Context: an optimization exercise on an open-source flow, tuned for small area. The choices shown serve that exercise and are no tape-out recipe. No run shown here included a check of the RTL's function; only the layout flow was run.

$ cat flow/flow/run.sh
#!/bin/bash
# Standard layout, except: the port buffers that placement inserts use the smallest
# buffer cell, and the buffers synthesis left in the netlist are removed before global
# placement (placement's repair then buffers only where it needs to).
set -euo pipefail
export BUFFER_PORTS_ARGS="-buffer_cell sky130_fd_sc_hd__buf_1"
export PRE_GLOBAL_PLACE_TCL="$PWD/flow/rmbuf.tcl"
bash standard.sh > standard.log 2>&1
$ cat flow/flow/rmbuf.tcl
remove_buffers
$ cat flow/standard.sh
#!/bin/bash
# synth_recipe.tcl (not shown) runs the flow's synth.tcl, then flattens the netlist and writes it again
# the make line also repeats each setting of config.mk as NAME=value (left out here)
make -C /OpenROAD-flow-scripts/flow DESIGN_CONFIG=/design/flow/config.mk WORK_HOME=/design/flow/orfs CLKGATE_MAP_FILE= SYNTH_SCRIPT=/design/flow/synth_recipe.tcl "${@:-finish}"
$ cat flow/config.mk
export PLATFORM = sky130hd
export DESIGN_NAME = Cordic
export DESIGN_NICKNAME = Cordic
export VERILOG_FILES = /design/flow/design.v
export SDC_FILE = /design/flow/constraint.sdc
export NUM_CORES = 4
export LEC_CHECK = 0
export CAP_MARGIN = 20
export CORE_MARGIN = 2
export CORE_UTILIZATION = 40
export CTS_BUF_LIST = sky130_fd_sc_hd__clkbuf_8
export CTS_CLUSTER_DIAMETER = 100
export CTS_CLUSTER_SIZE = 18
export GPL_TIMING_DRIVEN = 0
export SLEW_MARGIN = 20
$ cat flow/constraint.sdc
create_clock -name core_clock -period 3.2 [get_ports {clk}]
set_input_delay 0.6400 -clock core_clock [delete_from_list [all_inputs] [get_ports {clk}]]
set_output_delay 0.6400 -clock core_clock [all_outputs]
set_load 0.01 [all_outputs]
$ cat flow/design.v
module CordicMachine #(parameter N = 4, parameter FIRST = 0) (
	input [N-1:0] a,
	input [N-1:0] b,
	input ci,
	output [N-1:0] s,
	output co
);
	wire [N:0] c;
	wire [N-1:0] ls;
	assign c[0] = FIRST ? ci : 1'b0;
	genvar j;
	generate for (j = 0; j < N; j = j + 1) begin : bit_
		assign ls[j] = a[j] ^ b[j] ^ c[j];
		assign c[j+1] = (a[j] & b[j]) | (c[j] & (a[j] ^ b[j]));
	end endgenerate
	generate if (FIRST) begin : rip
		assign s = ls;
		assign co = c[N];
	end else begin : inc
		wire [N:0] p;   
		assign p[0] = 1'b1;
		for (j = 0; j < N; j = j + 1) begin : pre
			assign p[j+1] = p[j] & ls[j];
			assign s[j] = ls[j] ^ (ci & p[j]);
		end
		assign co = c[N] | (ci & p[N]);
	end endgenerate
endmodule
module Cordic(
	input clk,
	input [12:0] x_0,
	input [12:0] y_0,
	input [12:0] z_0,
	output [12:0] x_N,
	output [12:0] y_N,
	output [12:0] z_N
);
	wire [12:0] xs0 = x_0, ys0 = y_0;
	wire [12:0] zs0 = z_0;
	wire d0 = zs0[12];   
	wire signed [12:0] xss0 = xs0, yss0 = ys0;
	wire [12:0] xsh0 = xss0 >>> 0, ysh0 = yss0 >>> 0;
	wire [12:0] bx0 = ysh0 ^ {13{~d0}}, by0 = xsh0 ^ {13{d0}};
	wire [12:0] xn0, yn0;
	wire cx0_3;
	CordicMachine #(.N(3), .FIRST(1)) ax0_0 (.a(xs0[2:0]), .b(bx0[2:0]), .ci(~d0), .s(xn0[2:0]), .co(cx0_3));
	wire cx0_6;
	CordicMachine #(.N(3), .FIRST(0)) ax0_1 (.a(xs0[5:3]), .b(bx0[5:3]), .ci(cx0_3), .s(xn0[5:3]), .co(cx0_6));
	wire cx0_9;
	CordicMachine #(.N(3), .FIRST(0)) ax0_2 (.a(xs0[8:6]), .b(bx0[8:6]), .ci(cx0_6), .s(xn0[8:6]), .co(cx0_9));
	wire cx0_13;
	CordicMachine #(.N(4), .FIRST(0)) ax0_3 (.a(xs0[12:9]), .b(bx0[12:9]), .ci(cx0_9), .s(xn0[12:9]), .co(cx0_13));
	wire cy0_3;
	CordicMachine #(.N(3), .FIRST(1)) ay0_0 (.a(ys0[2:0]), .b(by0[2:0]), .ci(d0), .s(yn0[2:0]), .co(cy0_3));
	wire cy0_6;
	CordicMachine #(.N(3), .FIRST(0)) ay0_1 (.a(ys0[5:3]), .b(by0[5:3]), .ci(cy0_3), .s(yn0[5:3]), .co(cy0_6));
	wire cy0_9;
	CordicMachine #(.N(3), .FIRST(0)) ay0_2 (.a(ys0[8:6]), .b(by0[8:6]), .ci(cy0_6), .s(yn0[8:6]), .co(cy0_9));
	wire cy0_13;
	CordicMachine #(.N(4), .FIRST(0)) ay0_3 (.a(ys0[12:9]), .b(by0[12:9]), .ci(cy0_9), .s(yn0[12:9]), .co(cy0_13));
	wire [12:0] zf0;
	wire [12:0] za0 = {~d0, d0, ~d0, d0, d0, ~d0, 1'b1, 1'b0, 1'b0, 1'b0, 1'b0, 1'b0, 1'b0};   
	assign zf0[5:0] = zs0[5:0];
	wire cz0_11;
	CordicMachine #(.N(5), .FIRST(1)) az0_0 (.a(zs0[10:6]), .b(za0[10:6]), .ci(1'b0), .s(zf0[10:6]), .co(cz0_11));
	wire cz0_13;
	CordicMachine #(.N(2), .FIRST(0)) az0_1 (.a(zs0[12:11]), .b(za0[12:11]), .ci(cz0_11), .s(zf0[12:11]), .co(cz0_13));
	localparam [12:0] IM1 = 13'd4, JM1 = 13'd4;   
	localparam [12:0] KM1 = 13'd1600;
	reg [12:0] xr1; reg [12:1] yr1; reg [12:0] zr1;
	always @(posedge clk) begin xr1 <= xn0 ^ IM1; yr1 <= yn0[12:1] ^ JM1[12:1]; zr1 <= zf0[12:0] ^ KM1; end
	wire [12:0] xs1 = xr1 ^ IM1, ys1 = {yr1 ^ JM1[12:1], xs1[0]};   
	wire [12:0] zs1 = zr1 ^ KM1;
	wire d1 = zs1[12];   
	wire signed [12:0] xss1 = xs1, yss1 = ys1;
	wire [12:0] xsh1 = xss1 >>> 1, ysh1 = yss1 >>> 1;
	wire [12:0] bx1 = ysh1 ^ {13{~d1}}, by1 = xsh1 ^ {13{d1}};
	wire [12:0] xn1, yn1;
	wire cx1_4;
	CordicMachine #(.N(4), .FIRST(1)) ax1_0 (.a(xs1[3:0]), .b(bx1[3:0]), .ci(~d1), .s(xn1[3:0]), .co(cx1_4));
	wire cx1_8;
	CordicMachine #(.N(4), .FIRST(0)) ax1_1 (.a(xs1[7:4]), .b(bx1[7:4]), .ci(cx1_4), .s(xn1[7:4]), .co(cx1_8));
	wire cx1_13;
	CordicMachine #(.N(5), .FIRST(0)) ax1_2 (.a(xs1[12:8]), .b(bx1[12:8]), .ci(cx1_8), .s(xn1[12:8]), .co(cx1_13));
	wire cy1_4;
	CordicMachine #(.N(4), .FIRST(1)) ay1_0 (.a(ys1[3:0]), .b(by1[3:0]), .ci(d1), .s(yn1[3:0]), .co(cy1_4));
	wire cy1_8;
	CordicMachine #(.N(4), .FIRST(0)) ay1_1 (.a(ys1[7:4]), .b(by1[7:4]), .ci(cy1_4), .s(yn1[7:4]), .co(cy1_8));
	wire cy1_13;
	CordicMachine #(.N(5), .FIRST(0)) ay1_2 (.a(ys1[12:8]), .b(by1[12:8]), .ci(cy1_8), .s(yn1[12:8]), .co(cy1_13));
	wire [11:0] zf1;
	wire [11:0] za1 = {~d1, d1, d1, ~d1, d1, ~d1, d1, ~d1, ~d1, 1'b1, 1'b0, 1'b0};   
	assign zf1[1:0] = zs1[1:0];
	wire cz1_7;
	CordicMachine #(.N(5), .FIRST(1)) az1_0 (.a(zs1[6:2]), .b(za1[6:2]), .ci(1'b0), .s(zf1[6:2]), .co(cz1_7));
	wire cz1_12;
	CordicMachine #(.N(5), .FIRST(0)) az1_1 (.a(zs1[11:7]), .b(za1[11:7]), .ci(cz1_7), .s(zf1[11:7]), .co(cz1_12));
	localparam [12:0] IM2 = 13'd12, JM2 = 13'd12;   
	localparam [11:0] KM2 = 12'd20;
	reg [12:0] xr2, yr2; reg [11:0] zr2;
	always @(posedge clk) begin xr2 <= xn1 ^ IM2; yr2 <= yn1 ^ JM2; zr2 <= zf1[11:0] ^ KM2; end
	wire [12:0] xs2 = xr2 ^ IM2, ys2 = yr2 ^ JM2;
	wire [11:0] zs2 = zr2 ^ KM2;
	wire d2 = zs2[11];   
	wire signed [12:0] xss2 = xs2, yss2 = ys2;
	wire [12:0] xsh2 = xss2 >>> 2, ysh2 = yss2 >>> 2;
	wire [12:0] bx2 = ysh2 ^ {13{~d2}}, by2 = xsh2 ^ {13{d2}};
	wire [12:0] xn2, yn2;
	wire cx2_4;
	CordicMachine #(.N(4), .FIRST(1)) ax2_0 (.a(xs2[3:0]), .b(bx2[3:0]), .ci(~d2), .s(xn2[3:0]), .co(cx2_4));
	wire cx2_8;
	CordicMachine #(.N(4), .FIRST(0)) ax2_1 (.a(xs2[7:4]), .b(bx2[7:4]), .ci(cx2_4), .s(xn2[7:4]), .co(cx2_8));
	wire cx2_13;
	CordicMachine #(.N(5), .FIRST(0)) ax2_2 (.a(xs2[12:8]), .b(bx2[12:8]), .ci(cx2_8), .s(xn2[12:8]), .co(cx2_13));
	wire cy2_4;
	CordicMachine #(.N(4), .FIRST(1)) ay2_0 (.a(ys2[3:0]), .b(by2[3:0]), .ci(d2), .s(yn2[3:0]), .co(cy2_4));
	wire cy2_8;
	CordicMachine #(.N(4), .FIRST(0)) ay2_1 (.a(ys2[7:4]), .b(by2[7:4]), .ci(cy2_4), .s(yn2[7:4]), .co(cy2_8));
	wire cy2_13;
	CordicMachine #(.N(5), .FIRST(0)) ay2_2 (.a(ys2[12:8]), .b(by2[12:8]), .ci(cy2_8), .s(yn2[12:8]), .co(cy2_13));
	wire [10:0] zf2;
	wire [10:0] za2 = {~d2, d2, d2, d2, ~d2, ~d2, ~d2, ~d2, ~d2, 1'b1, 1'b0};   
	assign zf2[0:0] = zs2[0:0];
	wire cz2_6;
	CordicMachine #(.N(5), .FIRST(1)) az2_0 (.a(zs2[5:1]), .b(za2[5:1]), .ci(1'b0), .s(zf2[5:1]), .co(cz2_6));
	wire cz2_11;
	CordicMachine #(.N(5), .FIRST(0)) az2_1 (.a(zs2[10:6]), .b(za2[10:6]), .ci(cz2_6), .s(zf2[10:6]), .co(cz2_11));
	localparam [12:0] IM3 = 13'd12, JM3 = 13'd12;   
	localparam [10:0] KM3 = 11'd56;
	reg [12:0] xr3, yr3; reg [10:0] zr3;
	always @(posedge clk) begin xr3 <= xn2 ^ IM3; yr3 <= yn2 ^ JM3; zr3 <= zf2[10:0] ^ KM3; end
	wire [12:0] xs3 = xr3 ^ IM3, ys3 = yr3 ^ JM3;
	wire [10:0] zs3 = zr3 ^ KM3;
	wire d3 = zs3[10];   
	wire signed [12:0] xss3 = xs3, yss3 = ys3;
	wire [12:0] xsh3 = xss3 >>> 3, ysh3 = yss3 >>> 3;
	wire [12:0] bx3 = ysh3 ^ {13{~d3}}, by3 = xsh3 ^ {13{d3}};
	wire [12:0] xn3, yn3;
	wire cx3_4;
	CordicMachine #(.N(4), .FIRST(1)) ax3_0 (.a(xs3[3:0]), .b(bx3[3:0]), .ci(~d3), .s(xn3[3:0]), .co(cx3_4));
	wire cx3_8;
	CordicMachine #(.N(4), .FIRST(0)) ax3_1 (.a(xs3[7:4]), .b(bx3[7:4]), .ci(cx3_4), .s(xn3[7:4]), .co(cx3_8));
	wire cx3_13;
	CordicMachine #(.N(5), .FIRST(0)) ax3_2 (.a(xs3[12:8]), .b(bx3[12:8]), .ci(cx3_8), .s(xn3[12:8]), .co(cx3_13));
	wire cy3_4;
	CordicMachine #(.N(4), .FIRST(1)) ay3_0 (.a(ys3[3:0]), .b(by3[3:0]), .ci(d3), .s(yn3[3:0]), .co(cy3_4));
	wire cy3_8;
	CordicMachine #(.N(4), .FIRST(0)) ay3_1 (.a(ys3[7:4]), .b(by3[7:4]), .ci(cy3_4), .s(yn3[7:4]), .co(cy3_8));
	wire cy3_13;
	CordicMachine #(.N(5), .FIRST(0)) ay3_2 (.a(ys3[12:8]), .b(by3[12:8]), .ci(cy3_8), .s(yn3[12:8]), .co(cy3_13));
	wire [9:0] zf3;
	wire [9:0] za3 = {~d3, d3, d3, d3, ~d3, ~d3, 1'b1, 1'b0, 1'b0, 1'b0};   
	assign zf3[2:0] = zs3[2:0];
	wire cz3_8;
	CordicMachine #(.N(5), .FIRST(1)) az3_0 (.a(zs3[7:3]), .b(za3[7:3]), .ci(1'b0), .s(zf3[7:3]), .co(cz3_8));
	wire cz3_10;
	CordicMachine #(.N(2), .FIRST(0)) az3_1 (.a(zs3[9:8]), .b(za3[9:8]), .ci(cz3_8), .s(zf3[9:8]), .co(cz3_10));
	localparam [12:0] IM4 = 13'd12, JM4 = 13'd12;   
	localparam [9:0] KM4 = 10'd16;
	reg [12:0] xr4, yr4; reg [9:0] zr4;
	always @(posedge clk) begin xr4 <= xn3 ^ IM4; yr4 <= yn3 ^ JM4; zr4 <= zf3[9:0] ^ KM4; end
	wire [12:0] xs4 = xr4 ^ IM4, ys4 = yr4 ^ JM4;
	wire [9:0] zs4 = zr4 ^ KM4;
	wire d4 = zs4[9];   
	wire signed [12:0] xss4 = xs4, yss4 = ys4;
	wire [12:0] xsh4 = xss4 >>> 4, ysh4 = yss4 >>> 4;
	wire [12:0] bx4 = ysh4 ^ {13{~d4}}, by4 = xsh4 ^ {13{d4}};
	wire [12:0] xn4, yn4;
	wire cx4_4;
	CordicMachine #(.N(4), .FIRST(1)) ax4_0 (.a(xs4[3:0]), .b(bx4[3:0]), .ci(~d4), .s(xn4[3:0]), .co(cx4_4));
	wire cx4_8;
	CordicMachine #(.N(4), .FIRST(0)) ax4_1 (.a(xs4[7:4]), .b(bx4[7:4]), .ci(cx4_4), .s(xn4[7:4]), .co(cx4_8));
	wire cx4_13;
	CordicMachine #(.N(5), .FIRST(0)) ax4_2 (.a(xs4[12:8]), .b(bx4[12:8]), .ci(cx4_8), .s(xn4[12:8]), .co(cx4_13));
	wire cy4_4;
	CordicMachine #(.N(4), .FIRST(1)) ay4_0 (.a(ys4[3:0]), .b(by4[3:0]), .ci(d4), .s(yn4[3:0]), .co(cy4_4));
	wire cy4_8;
	CordicMachine #(.N(4), .FIRST(0)) ay4_1 (.a(ys4[7:4]), .b(by4[7:4]), .ci(cy4_4), .s(yn4[7:4]), .co(cy4_8));
	wire cy4_13;
	CordicMachine #(.N(5), .FIRST(0)) ay4_2 (.a(ys4[12:8]), .b(by4[12:8]), .ci(cy4_8), .s(yn4[12:8]), .co(cy4_13));
	wire [8:0] zf4;
	wire [8:0] za4 = {~d4, d4, d4, d4, ~d4, ~d4, 1'b1, 1'b0, 1'b0};   
	assign zf4[1:0] = zs4[1:0];
	wire cz4_7;
	CordicMachine #(.N(5), .FIRST(1)) az4_0 (.a(zs4[6:2]), .b(za4[6:2]), .ci(1'b0), .s(zf4[6:2]), .co(cz4_7));
	wire cz4_9;
	CordicMachine #(.N(2), .FIRST(0)) az4_1 (.a(zs4[8:7]), .b(za4[8:7]), .ci(cz4_7), .s(zf4[8:7]), .co(cz4_9));
	localparam [12:0] IM5 = 13'd12, JM5 = 13'd12;   
	localparam [8:0] KM5 = 9'd0;
	reg [12:0] xr5, yr5; reg [8:0] zr5;
	always @(posedge clk) begin xr5 <= xn4 ^ IM5; yr5 <= yn4 ^ JM5; zr5 <= zf4[8:0] ^ KM5; end
	wire [12:0] xs5 = xr5 ^ IM5, ys5 = yr5 ^ JM5;
	wire [8:0] zs5 = zr5 ^ KM5;
	wire d5 = zs5[8];   
	wire signed [12:0] xss5 = xs5, yss5 = ys5;
	wire [12:0] xsh5 = xss5 >>> 5, ysh5 = yss5 >>> 5;
	wire [12:0] bx5 = ysh5 ^ {13{~d5}}, by5 = xsh5 ^ {13{d5}};
	wire [12:0] xn5, yn5;
	wire cx5_4;
	CordicMachine #(.N(4), .FIRST(1)) ax5_0 (.a(xs5[3:0]), .b(bx5[3:0]), .ci(~d5), .s(xn5[3:0]), .co(cx5_4));
	wire cx5_8;
	CordicMachine #(.N(4), .FIRST(0)) ax5_1 (.a(xs5[7:4]), .b(bx5[7:4]), .ci(cx5_4), .s(xn5[7:4]), .co(cx5_8));
	wire [12:8] qx5 = xs5[12:8] ^ {5{bx5[12]}};
	wire kx5 = cx5_8 ^ bx5[12];   
	wire [13:8] px5;
	assign px5[8] = 1'b1;
	assign px5[9] = px5[8] & qx5[8];
	assign xn5[8] = xs5[8] ^ (kx5 & px5[8]);
	assign px5[10] = px5[9] & qx5[9];
	assign xn5[9] = xs5[9] ^ (kx5 & px5[9]);
	assign px5[11] = px5[10] & qx5[10];
	assign xn5[10] = xs5[10] ^ (kx5 & px5[10]);
	assign px5[12] = px5[11] & qx5[11];
	assign xn5[11] = xs5[11] ^ (kx5 & px5[11]);
	assign px5[13] = px5[12] & qx5[12];
	assign xn5[12] = xs5[12] ^ (kx5 & px5[12]);
	wire cy5_4;
	CordicMachine #(.N(4), .FIRST(1)) ay5_0 (.a(ys5[3:0]), .b(by5[3:0]), .ci(d5), .s(yn5[3:0]), .co(cy5_4));
	wire cy5_8;
	CordicMachine #(.N(4), .FIRST(0)) ay5_1 (.a(ys5[7:4]), .b(by5[7:4]), .ci(cy5_4), .s(yn5[7:4]), .co(cy5_8));
	wire [12:8] qy5 = ys5[12:8] ^ {5{by5[12]}};
	wire ky5 = cy5_8 ^ by5[12];   
	wire [13:8] py5;
	assign py5[8] = 1'b1;
	assign py5[9] = py5[8] & qy5[8];
	assign yn5[8] = ys5[8] ^ (ky5 & py5[8]);
	assign py5[10] = py5[9] & qy5[9];
	assign yn5[9] = ys5[9] ^ (ky5 & py5[9]);
	assign py5[11] = py5[10] & qy5[10];
	assign yn5[10] = ys5[10] ^ (ky5 & py5[10]);
	assign py5[12] = py5[11] & qy5[11];
	assign yn5[11] = ys5[11] ^ (ky5 & py5[11]);
	assign py5[13] = py5[12] & qy5[12];
	assign yn5[12] = ys5[12] ^ (ky5 & py5[12]);
	wire [7:0] zf5;
	wire [7:0] za5 = {~d5, d5, d5, d5, ~d5, ~d5, 1'b1, 1'b0};   
	assign zf5[0:0] = zs5[0:0];
	wire cz5_6;
	CordicMachine #(.N(5), .FIRST(1)) az5_0 (.a(zs5[5:1]), .b(za5[5:1]), .ci(1'b0), .s(zf5[5:1]), .co(cz5_6));
	wire cz5_8;
	CordicMachine #(.N(2), .FIRST(0)) az5_1 (.a(zs5[7:6]), .b(za5[7:6]), .ci(cz5_6), .s(zf5[7:6]), .co(cz5_8));
	localparam [12:0] IM6 = 13'd12, JM6 = 13'd12;   
	localparam [7:0] KM6 = 8'd0;
	reg [12:0] xr6, yr6; reg [7:0] zr6;
	always @(posedge clk) begin xr6 <= xn5 ^ IM6; yr6 <= yn5 ^ JM6; zr6 <= zf5[7:0] ^ KM6; end
	wire [12:0] xs6 = xr6 ^ IM6, ys6 = yr6 ^ JM6;
	wire [7:0] zs6 = zr6 ^ KM6;
	wire d6 = zs6[7];   
	wire signed [12:0] xss6 = xs6, yss6 = ys6;
	wire [12:0] xsh6 = xss6 >>> 6, ysh6 = yss6 >>> 6;
	wire [12:0] bx6 = ysh6 ^ {13{~d6}}, by6 = xsh6 ^ {13{d6}};
	wire [12:0] xn6, yn6;
	wire cx6_3;
	CordicMachine #(.N(3), .FIRST(1)) ax6_0 (.a(xs6[2:0]), .b(bx6[2:0]), .ci(~d6), .s(xn6[2:0]), .co(cx6_3));
	wire cx6_7;
	CordicMachine #(.N(4), .FIRST(0)) ax6_1 (.a(xs6[6:3]), .b(bx6[6:3]), .ci(cx6_3), .s(xn6[6:3]), .co(cx6_7));
	wire [12:7] qx6 = xs6[12:7] ^ {6{bx6[12]}};
	wire kx6 = cx6_7 ^ bx6[12];   
	wire [13:7] px6;
	assign px6[7] = 1'b1;
	assign px6[8] = px6[7] & qx6[7];
	assign xn6[7] = xs6[7] ^ (kx6 & px6[7]);
	assign px6[9] = px6[8] & qx6[8];
	assign xn6[8] = xs6[8] ^ (kx6 & px6[8]);
	assign px6[10] = px6[9] & qx6[9];
	assign xn6[9] = xs6[9] ^ (kx6 & px6[9]);
	assign px6[11] = px6[10] & qx6[10];
	assign xn6[10] = xs6[10] ^ (kx6 & px6[10]);
	assign px6[12] = px6[11] & qx6[11];
	assign xn6[11] = xs6[11] ^ (kx6 & px6[11]);
	assign px6[13] = px6[12] & qx6[12];
	assign xn6[12] = xs6[12] ^ (kx6 & px6[12]);
	wire cy6_3;
	CordicMachine #(.N(3), .FIRST(1)) ay6_0 (.a(ys6[2:0]), .b(by6[2:0]), .ci(d6), .s(yn6[2:0]), .co(cy6_3));
	wire cy6_7;
	CordicMachine #(.N(4), .FIRST(0)) ay6_1 (.a(ys6[6:3]), .b(by6[6:3]), .ci(cy6_3), .s(yn6[6:3]), .co(cy6_7));
	wire [12:7] qy6 = ys6[12:7] ^ {6{by6[12]}};
	wire ky6 = cy6_7 ^ by6[12];   
	wire [13:7] py6;
	assign py6[7] = 1'b1;
	assign py6[8] = py6[7] & qy6[7];
	assign yn6[7] = ys6[7] ^ (ky6 & py6[7]);
	assign py6[9] = py6[8] & qy6[8];
	assign yn6[8] = ys6[8] ^ (ky6 & py6[8]);
	assign py6[10] = py6[9] & qy6[9];
	assign yn6[9] = ys6[9] ^ (ky6 & py6[9]);
	assign py6[11] = py6[10] & qy6[10];
	assign yn6[10] = ys6[10] ^ (ky6 & py6[10]);
	assign py6[12] = py6[11] & qy6[11];
	assign yn6[11] = ys6[11] ^ (ky6 & py6[11]);
	assign py6[13] = py6[12] & qy6[12];
	assign yn6[12] = ys6[12] ^ (ky6 & py6[12]);
	wire [6:0] zf6;
	wire [6:0] za6 = {~d6, d6, d6, d6, ~d6, ~d6, 1'b1};   
	wire cz6_5;
	CordicMachine #(.N(5), .FIRST(1)) az6_0 (.a(zs6[4:0]), .b(za6[4:0]), .ci(1'b0), .s(zf6[4:0]), .co(cz6_5));
	wire cz6_7;
	CordicMachine #(.N(2), .FIRST(0)) az6_1 (.a(zs6[6:5]), .b(za6[6:5]), .ci(cz6_5), .s(zf6[6:5]), .co(cz6_7));
	localparam [12:0] IM7 = 13'd4, JM7 = 13'd4;   
	localparam [6:0] KM7 = 7'd4;
	reg [12:0] xr7, yr7; reg [6:0] zr7;
	always @(posedge clk) begin xr7 <= xn6 ^ IM7; yr7 <= yn6 ^ JM7; zr7 <= zf6[6:0] ^ KM7; end
	wire [12:0] xs7 = xr7 ^ IM7, ys7 = yr7 ^ JM7;
	wire [6:0] zs7 = zr7 ^ KM7;
	wire d7 = zs7[6];   
	wire signed [12:0] xss7 = xs7, yss7 = ys7;
	wire [12:0] xsh7 = xss7 >>> 7, ysh7 = yss7 >>> 7;
	wire [12:0] bx7 = ysh7 ^ {13{~d7}}, by7 = xsh7 ^ {13{d7}};
	wire [12:0] xn7, yn7;
	wire cx7_3;
	CordicMachine #(.N(3), .FIRST(1)) ax7_0 (.a(xs7[2:0]), .b(bx7[2:0]), .ci(~d7), .s(xn7[2:0]), .co(cx7_3));
	wire cx7_6;
	CordicMachine #(.N(3), .FIRST(0)) ax7_1 (.a(xs7[5:3]), .b(bx7[5:3]), .ci(cx7_3), .s(xn7[5:3]), .co(cx7_6));
	wire [12:6] qx7 = xs7[12:6] ^ {7{bx7[12]}};
	wire kx7 = cx7_6 ^ bx7[12];   
	wire [13:6] px7;
	assign px7[6] = 1'b1;
	assign px7[7] = px7[6] & qx7[6];
	assign xn7[6] = xs7[6] ^ (kx7 & px7[6]);
	assign px7[8] = px7[7] & qx7[7];
	assign xn7[7] = xs7[7] ^ (kx7 & px7[7]);
	assign px7[9] = px7[8] & qx7[8];
	assign xn7[8] = xs7[8] ^ (kx7 & px7[8]);
	assign px7[10] = px7[9] & qx7[9];
	assign xn7[9] = xs7[9] ^ (kx7 & px7[9]);
	assign px7[11] = px7[10] & qx7[10];
	assign xn7[10] = xs7[10] ^ (kx7 & px7[10]);
	assign px7[12] = px7[11] & qx7[11];
	assign xn7[11] = xs7[11] ^ (kx7 & px7[11]);
	assign px7[13] = px7[12] & qx7[12];
	assign xn7[12] = xs7[12] ^ (kx7 & px7[12]);
	wire cy7_3;
	CordicMachine #(.N(3), .FIRST(1)) ay7_0 (.a(ys7[2:0]), .b(by7[2:0]), .ci(d7), .s(yn7[2:0]), .co(cy7_3));
	wire cy7_6;
	CordicMachine #(.N(3), .FIRST(0)) ay7_1 (.a(ys7[5:3]), .b(by7[5:3]), .ci(cy7_3), .s(yn7[5:3]), .co(cy7_6));
	wire [12:6] qy7 = ys7[12:6] ^ {7{by7[12]}};
	wire ky7 = cy7_6 ^ by7[12];   
	wire [13:6] py7;
	assign py7[6] = 1'b1;
	assign py7[7] = py7[6] & qy7[6];
	assign yn7[6] = ys7[6] ^ (ky7 & py7[6]);
	assign py7[8] = py7[7] & qy7[7];
	assign yn7[7] = ys7[7] ^ (ky7 & py7[7]);
	assign py7[9] = py7[8] & qy7[8];
	assign yn7[8] = ys7[8] ^ (ky7 & py7[8]);
	assign py7[10] = py7[9] & qy7[9];
	assign yn7[9] = ys7[9] ^ (ky7 & py7[9]);
	assign py7[11] = py7[10] & qy7[10];
	assign yn7[10] = ys7[10] ^ (ky7 & py7[10]);
	assign py7[12] = py7[11] & qy7[11];
	assign yn7[11] = ys7[11] ^ (ky7 & py7[11]);
	assign py7[13] = py7[12] & qy7[12];
	assign yn7[12] = ys7[12] ^ (ky7 & py7[12]);
	wire [5:0] zf7;
	wire [5:0] za7 = {~d7, d7, d7, 1'b1, 1'b0, 1'b0};   
	assign zf7[1:0] = zs7[1:0];
	wire cz7_6;
	CordicMachine #(.N(4), .FIRST(1)) az7_0 (.a(zs7[5:2]), .b(za7[5:2]), .ci(1'b0), .s(zf7[5:2]), .co(cz7_6));
	localparam [12:0] IM8 = 13'd12, JM8 = 13'd12;   
	localparam [5:0] KM8 = 6'd4;
	reg [12:0] xr8, yr8; reg [5:0] zr8;
	always @(posedge clk) begin xr8 <= xn7 ^ IM8; yr8 <= yn7 ^ JM8; zr8 <= zf7[5:0] ^ KM8; end
	wire [12:0] xs8 = xr8 ^ IM8, ys8 = yr8 ^ JM8;
	wire [5:0] zs8 = zr8 ^ KM8;
	wire d8 = zs8[5];   
	wire signed [12:0] xss8 = xs8, yss8 = ys8;
	wire [12:0] xsh8 = xss8 >>> 8, ysh8 = yss8 >>> 8;
	wire [12:0] bx8 = ysh8 ^ {13{~d8}}, by8 = xsh8 ^ {13{d8}};
	wire [12:0] xn8, yn8;
	wire cx8_5;
	CordicMachine #(.N(5), .FIRST(1)) ax8_0 (.a(xs8[4:0]), .b(bx8[4:0]), .ci(~d8), .s(xn8[4:0]), .co(cx8_5));
	wire [12:5] qx8 = xs8[12:5] ^ {8{bx8[12]}};
	wire kx8 = cx8_5 ^ bx8[12];   
	wire [13:5] px8;
	assign px8[5] = 1'b1;
	assign px8[6] = px8[5] & qx8[5];
	assign xn8[5] = xs8[5] ^ (kx8 & px8[5]);
	assign px8[7] = px8[6] & qx8[6];
	assign xn8[6] = xs8[6] ^ (kx8 & px8[6]);
	assign px8[8] = px8[7] & qx8[7];
	assign xn8[7] = xs8[7] ^ (kx8 & px8[7]);
	assign px8[9] = px8[8] & qx8[8];
	assign xn8[8] = xs8[8] ^ (kx8 & px8[8]);
	assign px8[10] = px8[9] & qx8[9];
	assign xn8[9] = xs8[9] ^ (kx8 & px8[9]);
	assign px8[11] = px8[10] & qx8[10];
	assign xn8[10] = xs8[10] ^ (kx8 & px8[10]);
	assign px8[12] = px8[11] & qx8[11];
	assign xn8[11] = xs8[11] ^ (kx8 & px8[11]);
	assign px8[13] = px8[12] & qx8[12];
	assign xn8[12] = xs8[12] ^ (kx8 & px8[12]);
	wire cy8_5;
	CordicMachine #(.N(5), .FIRST(1)) ay8_0 (.a(ys8[4:0]), .b(by8[4:0]), .ci(d8), .s(yn8[4:0]), .co(cy8_5));
	wire [12:5] qy8 = ys8[12:5] ^ {8{by8[12]}};
	wire ky8 = cy8_5 ^ by8[12];   
	wire [13:5] py8;
	assign py8[5] = 1'b1;
	assign py8[6] = py8[5] & qy8[5];
	assign yn8[5] = ys8[5] ^ (ky8 & py8[5]);
	assign py8[7] = py8[6] & qy8[6];
	assign yn8[6] = ys8[6] ^ (ky8 & py8[6]);
	assign py8[8] = py8[7] & qy8[7];
	assign yn8[7] = ys8[7] ^ (ky8 & py8[7]);
	assign py8[9] = py8[8] & qy8[8];
	assign yn8[8] = ys8[8] ^ (ky8 & py8[8]);
	assign py8[10] = py8[9] & qy8[9];
	assign yn8[9] = ys8[9] ^ (ky8 & py8[9]);
	assign py8[11] = py8[10] & qy8[10];
	assign yn8[10] = ys8[10] ^ (ky8 & py8[10]);
	assign py8[12] = py8[11] & qy8[11];
	assign yn8[11] = ys8[11] ^ (ky8 & py8[11]);
	assign py8[13] = py8[12] & qy8[12];
	assign yn8[12] = ys8[12] ^ (ky8 & py8[12]);
	wire [4:0] zf8;
	wire [4:0] za8 = {~d8, d8, d8, 1'b1, 1'b0};   
	assign zf8[0:0] = zs8[0:0];
	wire cz8_5;
	CordicMachine #(.N(4), .FIRST(1)) az8_0 (.a(zs8[4:1]), .b(za8[4:1]), .ci(1'b0), .s(zf8[4:1]), .co(cz8_5));
	localparam [12:0] IM9 = 13'd12, JM9 = 13'd12;   
	localparam [4:0] KM9 = 5'd2;
	reg [12:0] xr9, yr9; reg [4:0] zr9;
	always @(posedge clk) begin xr9 <= xn8 ^ IM9; yr9 <= yn8 ^ JM9; zr9 <= zf8[4:0] ^ KM9; end
	wire [12:0] xs9 = xr9 ^ IM9, ys9 = yr9 ^ JM9;
	wire [4:0] zs9 = zr9 ^ KM9;
	wire d9 = zs9[4];   
	wire signed [12:0] xss9 = xs9, yss9 = ys9;
	wire [12:0] xsh9 = xss9 >>> 9, ysh9 = yss9 >>> 9;
	wire [12:0] bx9 = ysh9 ^ {13{~d9}}, by9 = xsh9 ^ {13{d9}};
	wire [12:0] xn9, yn9;
	wire cx9_4;
	CordicMachine #(.N(4), .FIRST(1)) ax9_0 (.a(xs9[3:0]), .b(bx9[3:0]), .ci(~d9), .s(xn9[3:0]), .co(cx9_4));
	wire [12:4] qx9 = xs9[12:4] ^ {9{bx9[12]}};
	wire kx9 = cx9_4 ^ bx9[12];   
	wire [13:4] px9;
	assign px9[4] = 1'b1;
	assign px9[5] = px9[4] & qx9[4];
	assign xn9[4] = xs9[4] ^ (kx9 & px9[4]);
	assign px9[6] = px9[5] & qx9[5];
	assign xn9[5] = xs9[5] ^ (kx9 & px9[5]);
	assign px9[7] = px9[6] & qx9[6];
	assign xn9[6] = xs9[6] ^ (kx9 & px9[6]);
	assign px9[8] = px9[7] & qx9[7];
	assign xn9[7] = xs9[7] ^ (kx9 & px9[7]);
	assign px9[9] = px9[8] & qx9[8];
	assign xn9[8] = xs9[8] ^ (kx9 & px9[8]);
	assign px9[10] = px9[9] & qx9[9];
	assign xn9[9] = xs9[9] ^ (kx9 & px9[9]);
	assign px9[11] = px9[10] & qx9[10];
	assign xn9[10] = xs9[10] ^ (kx9 & px9[10]);
	assign px9[12] = px9[11] & qx9[11];
	assign xn9[11] = xs9[11] ^ (kx9 & px9[11]);
	assign px9[13] = px9[12] & qx9[12];
	assign xn9[12] = xs9[12] ^ (kx9 & px9[12]);
	wire cy9_4;
	CordicMachine #(.N(4), .FIRST(1)) ay9_0 (.a(ys9[3:0]), .b(by9[3:0]), .ci(d9), .s(yn9[3:0]), .co(cy9_4));
	wire [12:4] qy9 = ys9[12:4] ^ {9{by9[12]}};
	wire ky9 = cy9_4 ^ by9[12];   
	wire [13:4] py9;
	assign py9[4] = 1'b1;
	assign py9[5] = py9[4] & qy9[4];
	assign yn9[4] = ys9[4] ^ (ky9 & py9[4]);
	assign py9[6] = py9[5] & qy9[5];
	assign yn9[5] = ys9[5] ^ (ky9 & py9[5]);
	assign py9[7] = py9[6] & qy9[6];
	assign yn9[6] = ys9[6] ^ (ky9 & py9[6]);
	assign py9[8] = py9[7] & qy9[7];
	assign yn9[7] = ys9[7] ^ (ky9 & py9[7]);
	assign py9[9] = py9[8] & qy9[8];
	assign yn9[8] = ys9[8] ^ (ky9 & py9[8]);
	assign py9[10] = py9[9] & qy9[9];
	assign yn9[9] = ys9[9] ^ (ky9 & py9[9]);
	assign py9[11] = py9[10] & qy9[10];
	assign yn9[10] = ys9[10] ^ (ky9 & py9[10]);
	assign py9[12] = py9[11] & qy9[11];
	assign yn9[11] = ys9[11] ^ (ky9 & py9[11]);
	assign py9[13] = py9[12] & qy9[12];
	assign yn9[12] = ys9[12] ^ (ky9 & py9[12]);
	wire [3:0] zf9;
	wire [3:0] za9 = {~d9, d9, d9, 1'b1};   
	wire cz9_4;
	CordicMachine #(.N(4), .FIRST(1)) az9_0 (.a(zs9[3:0]), .b(za9[3:0]), .ci(1'b0), .s(zf9[3:0]), .co(cz9_4));
	localparam [12:0] IM10 = 13'd0, JM10 = 13'd0;   
	localparam [3:0] KM10 = 4'd0;
	reg [12:0] xr10, yr10; reg [3:0] zr10;
	always @(posedge clk) begin xr10 <= xn9 ^ IM10; yr10 <= yn9 ^ JM10; zr10 <= zf9[3:0] ^ KM10; end
	wire [12:0] xs10 = xr10 ^ IM10, ys10 = yr10 ^ JM10;
	wire [3:0] zs10 = zr10 ^ KM10;
	assign x_N = xs10;
	assign y_N = ys10;
	assign z_N = {{9{zs10[3]}}, zs10};
endmodule
==> results by group, run 1 <==
Worst setup path
  • Critical Path End Type: register
  • Req. time, crit path: 3.68 ns
  • Worst r2r src: zr6[7]
  • Slack of the worst reg-to-reg path: 0.11 ns
  • Critical path class: reg2reg
  • Critical Path AT: roughly 3.6 ns
  • Crit path max fanout: 9
  • Critical path startpoint category: register
  • Critical R2R Capture: xr7[11]
  • Worst Reg2Reg Path Length in Cells: 10

Finish
  • # diodes: 0
  • Area Growth Syn to Fin: 9.595%
  • Nets: between 1,500 and 2,000
  • FF/Latch Area: 0.006925 mm²
  • Filler cells: just under 4,000
  • Share of cells above drive strength 1: 9.383%
  • Area of the multi-input gates: 0.009641 mm²
  • Fin cells: 2,095

Synth
  • Ranking of synthesized cells by area: dfxtp_1 (40%), fa_1 (20%), xnor2_1 (11%)
  • Ys async rst share: 0%
  • Count leader, synth: dfxtp_1
  • Yosys top cell by area: dfxtp_1
  • Netlist Area Pre-Place: ~0.017 mm²
  • Synth top area share: 40.10%
  • Net Count, Synth: 1,736
  • Yosys warns: 1
  • EDFF count, synth: 0
  • Register area share after synthesis: 40.10%
  • Synth unique cells: 60
  • Most used DFF post-synth: dfxtp_1
  • Post-synth top cells: dfxtp_1 (344), xnor2_1 (220), fa_1 (173)
  • Post-Syn Instances: around 1,500
  • Synth Area per Inst: 11.80 µm²
  • FF+latch count, synth: about 340

Place
  • Post-DP HPWL: around 20 mm
  • I/O Buffers: about 80
  • GP Congestion: 0.7917
  • # placed instances: 2,019
  • Worst slack at placement: -0.5203 ns

Timing
  • Final Setup Violations: 0
  • Final WS setup: between 0.1 and 0.15 ns
  • Min cycle time layout: 3.090 ns
  • RSZ-0062 raised after global routing: true
  • Final Hold Vio Count: 0
  • Relative slew margins: 37.35%
  • Final period util: 96.56%
  • Skew final: 0.03065 ns
  • Fmax: 323.6 MHz
  • Worst-margin pin slew: 0.9365 ns
  • Max-slew violations: 0

Drt
  • First-pass detailed-route iteration total: 4
  • DRC Markers: 0
  • Overall via count from detail_route: approximately 9,500
  • Routed WL: roughly 26 mm
  • Final ANT Viol Nets: 0
  • Routed WL per cell: roughly 13 µm
  • Avg Vias per Cell: 4.536
  • DR iter-0 viols: 288

Worst hold path
  • Hold WC Path Type: in2reg
  • Hold Path Depth: 1
  • Hold Path Origin: z_0[5]
  • Hold Path Sink: zr1[5]

Global route
  • Met3 global-route usage: approximately 1.8%
  • Met1 global-route usage: 13.34%
  • Largest net degree at the start of global routing: 27
  • Vias in the first global route: a little over 10,000
  • Met2 usage: 25.00%
  • GR Util All Layers: about an eighth
  • GR peak layer: met2
  • Initial antenna violation count: 0
  • First-pass GRT wire length: 45.72 mm
  • Grt total ovfl: 0

Clocking
  • CTS sink count: 344
  • Root buf cell: clkbuf_8
  • Htree depth: 1
  • Longest Clk Path Bufs: 3
  • Post-CTS Hold Fix Bufs: 0
  • Skew-Pair Late Insertion Delay: a little under 0.6 ns
  • Worst-path clk slew: ~0.11 ns
  • CTS tree: built
  • TritonCTS Buffers: 23

Floorplanning
  • FP Rows: 75
  • Die W: 211.2 µm
  • Die height: 211.2 µm
  • Initial Util: 40.76%
  • Top Ports: 79
  • Core area: between 0.04 and 0.05 mm²
  • DIE AREA: ~0.045 mm²

Run status
  • Status: timing/DRC/antenna clean

Run
  • Max-Cap Viols: 0
[metal layers]
metal | vias up | routed length (µm)
met5 | - | 0
met4 | 0 | 694
met3 | 49 | 694
met2 | 101 | 14420
met1 | 4586 | 10440
li1 | 4766 | -
[stage by stage]
stage	hold slack [ns]	setup TNS [ns]	area (µm²)	util (%)
after detailed placement	0.3132	-18.63	17920	42.53
after global routing	0.09895	-0.009400	18820	44.67
after global placement	0.3138	-44.80	17910	42.52
after CTS	0.09310	0	18480	43.87
after floorplan	0.3096	0	17280	-
final	0.1549	0	18820	44.67
[layout make-up]
class	instances	share of cell area, %
tap	539	3.583
multi-input combinational	917	51.22
sequential	344	36.79
clock inverter	2	0.1064
clock buffer	23	1.682
inverter	141	2.832
timing repair buffer	129	3.789
[worst max-delay path: stages, from the launching register on]
cell,delay (ns)
dfxtp_4,0.41
xnor2_1,0.17
ha_1,0.21
fa_1,0.43
fa_2,0.39
fa_2,0.62
a31oi_4,0.11
buf_4,0.17
nor4bb_1,0.28
a21oi_1,0.08
xnor2_1,0.14
[cell usage in the layout, fill, tap and decap left out, drive strengths merged, types with 9 or more instances in the layout]
master / instances
clkbuf: 24
xnor2: 221
nand2: 38
xor2: 160
dfxtp: 344
mux2i: 12
nor3: 20
nand3: 36
nor2: 32
inv: 142
a21oi: 11
nand4b: 9
buf: 128
nand4: 19
ha: 68
o21ai: 26
fa: 173
[kinds of logic (layout without fill, tap and decap cells)]
| family | Yosys count | count (layout) | synth area share (%) |
|---|---|---|---|
| xor gates and xnor gates | 381 | 381 | 19.47 |
| DFF | 344 | 344 | 40.10 |
| adders and majority gates | 241 | 241 | 25.12 |
| and+or+nand+nor | 208 | 208 | 6.790 |
| buffers and inverters | 194 | 295 | 4.662 |
| AOI/OAI and AO/OA | 67 | 67 | 2.637 |
| muxes | 20 | 20 | 1.224 |
[timing repair]
action | 4_1_cts | 5_1_grt
gates resized for setup | 17 | 32
setup buffers | 19 | 32
setup endpoints to repair | 92 | 39
pin swaps | 2 | 16
[how the worst max path moves through the flow]
stage,from,depth (start not counted),end
6_report,zr6[7],10,xr7[11]
5_1_grt,zr6[7],9,yr7[9]
4_1_cts,zr5[8],9,xr6[12]
3_5_place_dp,zr1[12],12,yr2[12]
3_3_place_gp,z_0[12],11,yr1[12]
2_1_floorplan,zr6[7],11,xr7[10]
==> inputs of run 2 (changes only) <==
--- a/flow/design.v
+++ b/flow/design.v
@@ -298,3 +298,3 @@
 	CordicMachine #(.N(2), .FIRST(0)) az6_1 (.a(zs6[6:5]), .b(za6[6:5]), .ci(cz6_5), .s(zf6[6:5]), .co(cz6_7));
-	localparam [12:0] IM7 = 13'd4, JM7 = 13'd4;   
+	localparam [12:0] IM7 = 13'd12, JM7 = 13'd12;   
 	localparam [6:0] KM7 = 7'd4;
==> flow/flow/run.sh (replaced) <==
#!/bin/bash
# Standard layout, but the port buffers that placement inserts use the smallest buffer cell.
set -euo pipefail
export BUFFER_PORTS_ARGS="-buffer_cell sky130_fd_sc_hd__buf_1"
bash standard.sh > standard.log 2>&1
removed: flow/flow/rmbuf.tcl
==> run 2 against run 1 <==
  * Core utilization is 1.6 points higher
  * Critical endpoint is now zr5[8]
  * Highest routed layer unchanged
  * Largest cell class unchanged
  * Sequential share of layout area is 1.3 points lower
  * Critical path depth stayed put
==> results by group, run 2 <==
Clocking
  • Post-CTS Hold Fix Bufs: 0 (unchanged)
  • Skew-Pair Late Insertion Delay: 0.59 ns (about the same)
  • CTS tree: built (unchanged)
  • TritonCTS Buffers: 23 (unchanged)
  • Worst-path clk slew: 0.11 ns (about the same)
  • Htree depth: 1 (unchanged)
  • Root buf cell: clkbuf_8 (unchanged)
  • CTS sink count: 344 (unchanged)
  • Longest Clk Path Bufs: 3 (unchanged)

Worst setup path
  • Crit path max fanout: 10 (was 9)
  • Worst Reg2Reg Path Length in Cells: 10 (unchanged)
  • Crit path to: zr5[8] (was xr7[11])
  • Critical R2R Capture: zr5[8] (was xr7[11])
  • Critical path startpoint category: register (unchanged)
  • Critical Path AT: 3.59 ns (was 3.57 ns)
  • Worst r2r src: zr4[9] (was zr6[7])
  • Req. time, crit path: 3.72 ns (was 3.68 ns)
  • Slack of the worst reg-to-reg path: 0.13 ns (was 0.11 ns)
  • Critical path class: reg2reg (unchanged)
  • Critical Path End Type: register (unchanged)
  • Crit. Startpoint: zr4[9] (was zr6[7])

Finish
  • Nets: 1,899 (was 1,837)
  • # diodes: 0 (unchanged)
  • FF/Latch Area: 0.006917 mm² (was 0.006925 mm²)
  • Fin cells: 2,158 (was 2,095)
  • Most frequent cells in the layout: dfxtp_1 (336), xnor2_1 (213), xor2_1 (156) (was dfxtp_1 (329), xnor2_1 (218), fa_1 (166))
  • Core Util, Final: 46.28% (was 44.67%)
  • Area Growth Syn to Fin: 13.64% (was 9.595%)
  • Filler cells: 3,890 (was 3,939)
  • Commonest non-fill, non-tap cell in the layout: dfxtp_1 (unchanged)
  • Area of the multi-input gates: 0.009811 mm² (was 0.009641 mm²)
  • Share of cells above drive strength 1: 14.27% (was 9.383%)

Place
  • GP Congestion: 0.8116 (was 0.7917)
  • # placed instances: 2,071 (was 2,019)
  • I/O Buffers: 78 (unchanged)
  • Post-DP HPWL: 22.03 mm (was 20.32 mm)
  • Worst slack at placement: -0.4718 ns (was -0.5203 ns)

Floorplanning
  • Die W: 211.1 µm (was 211.2 µm)
  • Initial Util: 40.72% (was 40.76%)
  • Core area: 0.04213 mm² (unchanged)
  • Die height: 211.1 µm (was 211.2 µm)
  • FP Rows: 75 (unchanged)
  • DIE AREA: 0.04457 mm² (was 0.04461 mm²)
  • Top Ports: 79 (unchanged)

Global route
  • Met1 global-route usage: 13.76% (was 13.34%)
  • Vias in the first global route: 10,430 (was 10,060)
  • GR Util All Layers: 13.14% (was 12.50%)
  • GR peak layer: met2 (unchanged)
  • First-pass GRT wire length: 47.92 mm (was 45.72 mm)
  • Largest net degree at the start of global routing: 19 (was 27)
  • Met3 global-route usage: 1.933% (was 1.769%)
  • Initial antenna violation count: 0 (unchanged)
  • Met2 usage: 26.04% (was 25.00%)
  • Grt total ovfl: 0 (unchanged)

Synth
  • Post-Synth XOR/XNOR Area: 19.53% (was 19.47%)
  • Count leader, synth: dfxtp_1 (unchanged)
  • Largest family of logic cells by synthesized area: adder cells (unchanged)
  • Post-Syn Instances: 1,454 (was 1,455)
  • Yosys warns: 1 (unchanged)
  • Most used DFF post-synth: dfxtp_1 (unchanged)
  • Register area share after synthesis: 40.13% (was 40.10%)
  • Post-synth top cells: dfxtp_1 (344), xnor2_1 (220), fa_1 (173) (unchanged)
  • Synth top area share: 40.13% (was 40.10%)
  • EDFF count, synth: 0 (unchanged)
  • Synth Area in Compound Gates: 2.662% (was 2.637%)
  • FF+latch count, synth: 344 (unchanged)
  • Ys async rst share: 0% (unchanged)
  • Netlist Area Pre-Place: 0.01716 mm² (was 0.01718 mm²)
  • Mux contribution to synthesized area: 1.349% (was 1.224%)
  • Yosys top cell by area: dfxtp_1 (unchanged)
  • Synth Area per Inst: 11.80 µm² (about the same)
  • Post-synthesis simple-gate area fraction: 6.577% (was 6.790%)
  • Synth Area in Adders: 25.14% (was 25.12%)
  • Net Count, Synth: 1,735 (was 1,736)
  • Ranking of synthesized cells by area: dfxtp_1 (40%), fa_1 (20%), xnor2_1 (11%) (unchanged)
  • Synth unique cells: 54 (was 60)

Drt
  • Routed WL per cell: 12.73 µm (was 12.53 µm)
  • Final ANT Viol Nets: 0 (unchanged)
  • DR iter-0 viols: 291 (was 288)
  • DRC Markers: 0 (unchanged)
  • Overall via count from detail_route: 9,753 (was 9,502)
  • First-pass detailed-route iteration total: 4 (unchanged)
  • Routed WL: 27.47 mm (was 26.25 mm)
  • Avg Vias per Cell: 4.519 (was 4.536)

Run
  • Max-Cap Viols: 0 (unchanged)

Timing
  • Fmax: 326.1 MHz (was 323.6 MHz)
  • Min cycle time layout: 3.067 ns (was 3.090 ns)
  • Max-slew violations: 0 (unchanged)
  • Final Hold Vio Count: 0 (unchanged)
  • Worst-margin pin slew: 0.6984 ns (was 0.9365 ns)
  • Final WS setup: 0.1333 ns (was 0.1101 ns)
  • Final Setup Violations: 0 (unchanged)
  • Final period util: 95.83% (was 96.56%)
  • Skew final: 0.02556 ns (was 0.03065 ns)
  • Relative slew margins: 53.11% (was 37.35%)

Worst hold path
  • Hold WC Path Type: in2reg (unchanged)

Run status
  • Status: timing/DRC/antenna clean (unchanged)
-- run 2: cell count changes after synthesis, moves of 5 or more --
cell / delta
inv_1: +5
nor3_1: -5
nor4_1: +5
o21ai_0: +14
o21ai_1: -11
or2_2: +5
-- run 2: area by class of cell --
type | instances | share of cell area [%]
multi-input combinational | 917 | 50.31
sequential | 344 | 35.47
clock buffer | 24 | 1.694
timing repair buffer | 147 | 4.158
buffer | 39 | 1.919
tap | 539 | 3.458
clock inverter | 2 | 0.1219
inverter | 146 | 2.868
-- run 2: logic make-up after synthesis --
kind of cell | Yosys count
buffers and inverters | 193
XOR/XNOR | 381
AND/OR/NAND/NOR | 205
flip-flops | 344
multiplexers | 22
AO/OA/AOI/OAI | 68
adder cells (fa/ha/maj) | 241
-- run 2: worst min path at each step --
stage                     cells after the start  startpoint  endpoint  slack, ns
after global placement                        0      zr7[0]    zr8[0]       0.31
after CTS                                     1      z_0[1]    zr1[1]       0.08
after floorplan                               0      zr1[0]    zr2[0]       0.31
after detailed placement                      0      zr5[0]    zr6[0]       0.31
after global routing                          1      z_0[1]    zr1[1]       0.08
final                                         1      z_0[1]    zr1[1]       0.14
-- run 2: layer usage --
metal / vias to the layer above / part of all wire (%)
met3: 69 / 2.6
met1: 4663 / 39
li1: 4907 / -
met5: - / 0
met2: 114 / 54
met4: 0 / 4.3
-- run 2: through the flow --
stage | hold slack, ns | cell area (µm²) | TNS, ns
after global placement | 0.3132 | 18260 | -10.16
after CTS | 0.08434 | 19020 | 0
after global routing | 0.07846 | 19500 | -0.03735
final | 0.1403 | 19500 | 0
after floorplan | 0.3096 | 17290 | -0.002296
after detailed placement | 0.3121 | 18260 | -12.46
-- run 2: timing repair --
action                     4_1_cts  5_1_grt
setup buffers                   27       42
setup endpoints to repair       63       44
pin swaps                       32       49
resized for setup               59       55
hold endpoints to repair         0        0
-- run 2: worst max-delay path, cell delays in order, from the launching register on --
cell and delay (ns):
dfxtp_4 0.37, buf_8 0.16, clkinvlp_4 0.11, buf_4 0.16, fa_1 0.45, fa_2 0.38, fa_1 0.45, fa_1 0.44
ha_1 0.20, xnor2_1 0.16, xnor2_1 0.12
==> inputs of run 3 (changes only) <==
--- a/flow/design.v
+++ b/flow/design.v
@@ -202,16 +202,4 @@
 	CordicMachine #(.N(4), .FIRST(0)) ax5_1 (.a(xs5[7:4]), .b(bx5[7:4]), .ci(cx5_4), .s(xn5[7:4]), .co(cx5_8));
-	wire [12:8] qx5 = xs5[12:8] ^ {5{bx5[12]}};
-	wire kx5 = cx5_8 ^ bx5[12];   
-	wire [13:8] px5;
-	assign px5[8] = 1'b1;
-	assign px5[9] = px5[8] & qx5[8];
-	assign xn5[8] = xs5[8] ^ (kx5 & px5[8]);
-	assign px5[10] = px5[9] & qx5[9];
-	assign xn5[9] = xs5[9] ^ (kx5 & px5[9]);
-	assign px5[11] = px5[10] & qx5[10];
-	assign xn5[10] = xs5[10] ^ (kx5 & px5[10]);
-	assign px5[12] = px5[11] & qx5[11];
-	assign xn5[11] = xs5[11] ^ (kx5 & px5[11]);
-	assign px5[13] = px5[12] & qx5[12];
-	assign xn5[12] = xs5[12] ^ (kx5 & px5[12]);
+	wire cx5_13;
+	CordicMachine #(.N(5), .FIRST(0)) ax5_2 (.a(xs5[12:8]), .b(bx5[12:8]), .ci(cx5_8), .s(xn5[12:8]), .co(cx5_13));
 	wire cy5_4;
@@ -220,16 +208,4 @@
 	CordicMachine #(.N(4), .FIRST(0)) ay5_1 (.a(ys5[7:4]), .b(by5[7:4]), .ci(cy5_4), .s(yn5[7:4]), .co(cy5_8));
-	wire [12:8] qy5 = ys5[12:8] ^ {5{by5[12]}};
-	wire ky5 = cy5_8 ^ by5[12];   
-	wire [13:8] py5;
-	assign py5[8] = 1'b1;
-	assign py5[9] = py5[8] & qy5[8];
-	assign yn5[8] = ys5[8] ^ (ky5 & py5[8]);
-	assign py5[10] = py5[9] & qy5[9];
-	assign yn5[9] = ys5[9] ^ (ky5 & py5[9]);
-	assign py5[11] = py5[10] & qy5[10];
-	assign yn5[10] = ys5[10] ^ (ky5 & py5[10]);
-	assign py5[12] = py5[11] & qy5[11];
-	assign yn5[11] = ys5[11] ^ (ky5 & py5[11]);
-	assign py5[13] = py5[12] & qy5[12];
-	assign yn5[12] = ys5[12] ^ (ky5 & py5[12]);
+	wire cy5_13;
+	CordicMachine #(.N(5), .FIRST(0)) ay5_2 (.a(ys5[12:8]), .b(by5[12:8]), .ci(cy5_8), .s(yn5[12:8]), .co(cy5_13));
 	wire [7:0] zf5;
==> flow/flow/run.sh (replaced) <==
#!/bin/bash
# Standard layout, except: the port buffers that placement inserts use the smallest
# buffer cell, and the buffers synthesis left in the netlist are removed before global
# placement (placement's repair then buffers only where it needs to).
set -euo pipefail
export BUFFER_PORTS_ARGS="-buffer_cell sky130_fd_sc_hd__buf_1"
export PRE_GLOBAL_PLACE_TCL="$PWD/flow/rmbuf.tcl"
bash standard.sh > standard.log 2>&1
==> flow/flow/rmbuf.tcl (new file) <==
remove_buffers
==> run 3 against run 2 <==
  * Wire length shrank 3.8%
  * Non-clock buffer count down 41
  * Sequential share of layout area increased by 0.69 points
  * Register-to-register slack worse by 0.03 ns
  * First-iteration DRC count decreased by 18%
  * Fmax fell by 0.83%
  * Critical endpoint is now yr7[9]
==> results by group, run 3 <==
Timing
  • Fmax: 323.4 MHz (was 326.1 MHz)
  • RSZ-0062 raised after global routing: true
  • Final period util: 96.64% (was 95.83%)
  • Worst-margin pin slew: 0.9913 ns (was 0.6984 ns)
  • Final Setup Violations: 0 (unchanged)
  • Skew final: 0.01841 ns (was 0.02556 ns)
  • Max-slew violations: 0 (unchanged)
  • Min cycle time layout: 3.092 ns (was 3.067 ns)
  • Final Hold Vio Count: 0 (unchanged)
  • Final setup TNS: 0 ns (unchanged)
  • Relative slew margins: 33.69% (was 53.11%)

Clocking
  • Longest Clk Path Bufs: 3 (unchanged)
  • Root buf cell: clkbuf_8 (unchanged)
  • Worst-path clk slew: 0.10 ns (was 0.11 ns)
  • Skew-Pair Late Insertion Delay: 0.58 ns (was 0.59 ns)
  • Htree depth: 1 (unchanged)
  • Post-CTS Hold Fix Bufs: 0 (unchanged)
  • CTS sink count: 344 (unchanged)
  • CTS tree: built (unchanged)
  • TritonCTS Buffers: 23 (unchanged)

Worst setup path
  • Crit path max fanout: 8 (was 10)
  • Worst-path cell chain: buf_4 -> xor2_1 -> fa_2 -> fa_2 -> fa_1 -> a31oi_4 -> nand2_1 -> o32a_1 -> xnor2_1 (was buf_8 -> clkinvlp_4 -> buf_4 -> fa_1 -> fa_2 -> fa_1 -> fa_1 -> ha_1 -> xnor2_1 -> xnor2_1)
  • Top cell by count, worst path: fa_2 (was fa_1)
  • Slowest stage cell on the critical path: fa_1 (unchanged)
  • Critical Path End Type: register (unchanged)
  • Critical path startpoint category: register (unchanged)
  • Critical Path AT: 3.57 ns (was 3.59 ns)
  • Critical path class: reg2reg (unchanged)
  • Max incr delay on CP: 0.56 ns (was 0.45 ns)
  • Req. time, crit path: 3.68 ns (was 3.72 ns)

Floorplanning
  • Die height: 211.3 µm (was 211.1 µm)
  • FP Rows: 75 (unchanged)
  • Die W: 211.3 µm (was 211.1 µm)
  • DIE AREA: 0.04465 mm² (was 0.04457 mm²)
  • Initial Util: 40.71% (was 40.72%)
  • Core area: 0.04223 mm² (was 0.04213 mm²)
  • Top Ports: 79 (unchanged)

Synth
  • EDFF count, synth: 0 (unchanged)
  • Register area share after synthesis: 40.06% (was 40.13%)
  • Net Count, Synth: 1,753 (was 1,735)
  • Count leader, synth: dfxtp_1 (unchanged)
  • Yosys warns: 1 (unchanged)
  • Ys async rst share: 0% (unchanged)
  • Synth Area per Inst: 11.76 µm² (was 11.80 µm²)
  • Synth top area share: 40.06% (was 40.13%)
  • FF+latch count, synth: 344 (unchanged)
  • Ranking of synthesized cells by area: dfxtp_1 (40%), fa_1 (21%), xnor2_1 (11%) (was dfxtp_1 (40%), fa_1 (20%), xnor2_1 (11%))
  • Netlist Area Pre-Place: 0.01719 mm² (was 0.01716 mm²)
  • Synth unique cells: 49 (was 54)
  • Post-synth top cells: dfxtp_1 (344), xnor2_1 (211), fa_1 (179) (was dfxtp_1 (344), xnor2_1 (220), fa_1 (173))
  • Yosys top cell by area: dfxtp_1 (unchanged)
  • Post-Syn Instances: 1,462 (was 1,454)
  • Most used DFF post-synth: dfxtp_1 (unchanged)

Finish
  • Commonest non-fill, non-tap cell in the layout: dfxtp_1 (unchanged)
  • Area Growth Syn to Fin: 11.44% (was 13.64%)
  • Share of cells above drive strength 1: 11.68% (was 14.27%)
  • Most frequent cells in the layout: dfxtp_1 (330), xnor2_1 (203), fa_1 (169) (was dfxtp_1 (336), xnor2_1 (213), xor2_1 (156))
  • Nets: 1,873 (was 1,899)
  • Core Util, Final: 45.37% (was 46.28%)
  • # diodes: 0 (unchanged)

Global route
  • Largest net degree at the start of global routing: 27 (was 19)
  • Initial antenna violation count: 0 (unchanged)
  • First-pass GRT wire length: 46.60 mm (was 47.92 mm)
  • Vias in the first global route: 10,070 (was 10,430)
  • Grt total ovfl: 0 (unchanged)
  • GR Util All Layers: 12.71% (was 13.14%)

Place
  • Post-DP HPWL: 20.56 mm (was 22.03 mm)
  • GP Congestion: 0.7957 (was 0.8116)
  • I/O Buffers: 78 (unchanged)

Drt
  • First-pass detailed-route iteration total: 4 (unchanged)
  • DRC Markers: 0 (unchanged)
  • DR iter-0 viols: 238 (was 291)
  • Routed WL per cell: 12.45 µm (was 12.73 µm)
  • Routed WL: 26.44 mm (was 27.47 mm)
  • Overall via count from detail_route: 9,519 (was 9,753)
  • Final ANT Viol Nets: 0 (unchanged)
  • Avg Vias per Cell: 4.484 (was 4.519)

Run status
  • Status: timing/DRC/antenna clean (unchanged)

Worst hold path
  • Hold WC Path Type: in2reg (unchanged)

Run
  • Max-Cap Viols: 0 (unchanged)
## run 3: worst max-delay path: cells and delay by family, from the launching register on
family          cells  cell delay, ns
buf+inv             1            0.16
compound gates      2            0.63
simple gates        1            0.12
fa+ha+maj           3            1.35
flops               1            0.41
xor+xnor            2            0.31
## run 3: timing repair
item | CTS | global route
endpoints found under the hold margin | 0 | 0
buffers inserted | 20 | 47
resized for setup | 30 | 50
setup endpoints to repair | 97 | 26
pin swaps | 1 | 24
## run 3: cells by family (layout without fill, tap and decap cells)
logic type,Yosys count,in the layout,synth area share (%)
muxes,15,15,0.9244
xor gates and xnor gates,381,381,19.46
DFF,344,344,40.06
and+or+nand+nor,201,201,6.238
AOI/OAI and AO/OA,69,69,2.555
adders and majority gates,251,251,26.09
buffers and inverters,201,323,4.680
## run 3: area by class of cell
type,instances,area [µm²]
inverters,151,578.1
flip-flops and latches,344,6927
multi-input cells,917,9778
clock buffers,25,344.1
repair buffers,145,832.0
clock inverters,2,23.77
well taps,539,674.4
fillers,3949,23070
## run 3: metal layers
| layer | global-route usage [%] | up-vias | part of all wire (%) |
|---|---|---|---|
| met5 | 0 | - | 0 |
| met4 | 3.715 | 0 | 2.5 |
| met3 | 1.706 | 37 | 2.2 |
| met2 | 25.10 | 83 | 54 |
| met1 | 13.99 | 4592 | 41 |
| li1 | - | 4807 | - |
## run 3: path summary, 6_finish.rpt
path	start	end	slack [ns]	cells after the start
setup / recovery	zr6[7]	yr7[9]	0.11	9
setup reg to reg	zr6[7]	yr7[9]	0.11	9
hold / removal	z_0[1]	zr1[1]	0.14	1
hold reg to reg	zr1[0]	zr2[0]	0.34	0
## run 3: per-stage QoR
step | instance area, µm² | worst slack [ns] | hold WS [ns] | std cells
CTS | 18630 | -0.03842 | 0.08903 | 2076
floorplan | 17330 | -0.08597 | 0.3096 | 1462
finish | 19160 | 0.1075 | 0.1450 | 2123
global placement | 17980 | -1.027 | 0.3138 | 2029
global route | 19160 | -0.01343 | 0.09558 | 2123
detailed placement | 17990 | -0.6495 | 0.3132 | 2029

[re-timing with driven ports]
The results above use ideal ports. As a check the final layouts listed here were re-extracted and re-timed, cells and wires unchanged. Step 1 (the two cells are an assumption about what drives the block):
set clk [get_ports {clk}]
set_driving_cell -lib_cell sky130_fd_sc_hd__clkbuf_16 $clk
set_driving_cell -lib_cell sky130_fd_sc_hd__buf_2 [delete_from_list [all_inputs] $clk]
Step 2 times the ports against the registers' clock, not the clock port: input delays grow and output delays shrink by t, the midpoint of the rising clock arrivals with the driver on. Slacks: no drivers / after step 1 / after step 2; pairs: no drivers / after step 1.
| run | t, ns | slack for setup (ns) | worst setup path after step 2 | latest minus earliest clock arrival (ns) | slew at the worst register clock pin (ns) |
|---|---|---|---|---|---|
| run 1 | 0.621 | 0.110 / 0.110 / -0.263 | input to register | 0.031 / 0.031 | 0.11 / 0.11 |
| run 2 | 0.621 | 0.133 / 0.133 / -0.442 | input to register | 0.027 / 0.028 | 0.11 / 0.11 |
| run 3 | 0.625 | 0.108 / 0.108 / -0.264 | input to register | 0.025 / 0.025 | 0.11 / 0.11 |
With both steps, setup timing fails in every run listed, where it was met with ideal ports. The setup slack of run 2, which loses most, moves by 0.000 ns with the drivers and by -0.575 ns with both steps.
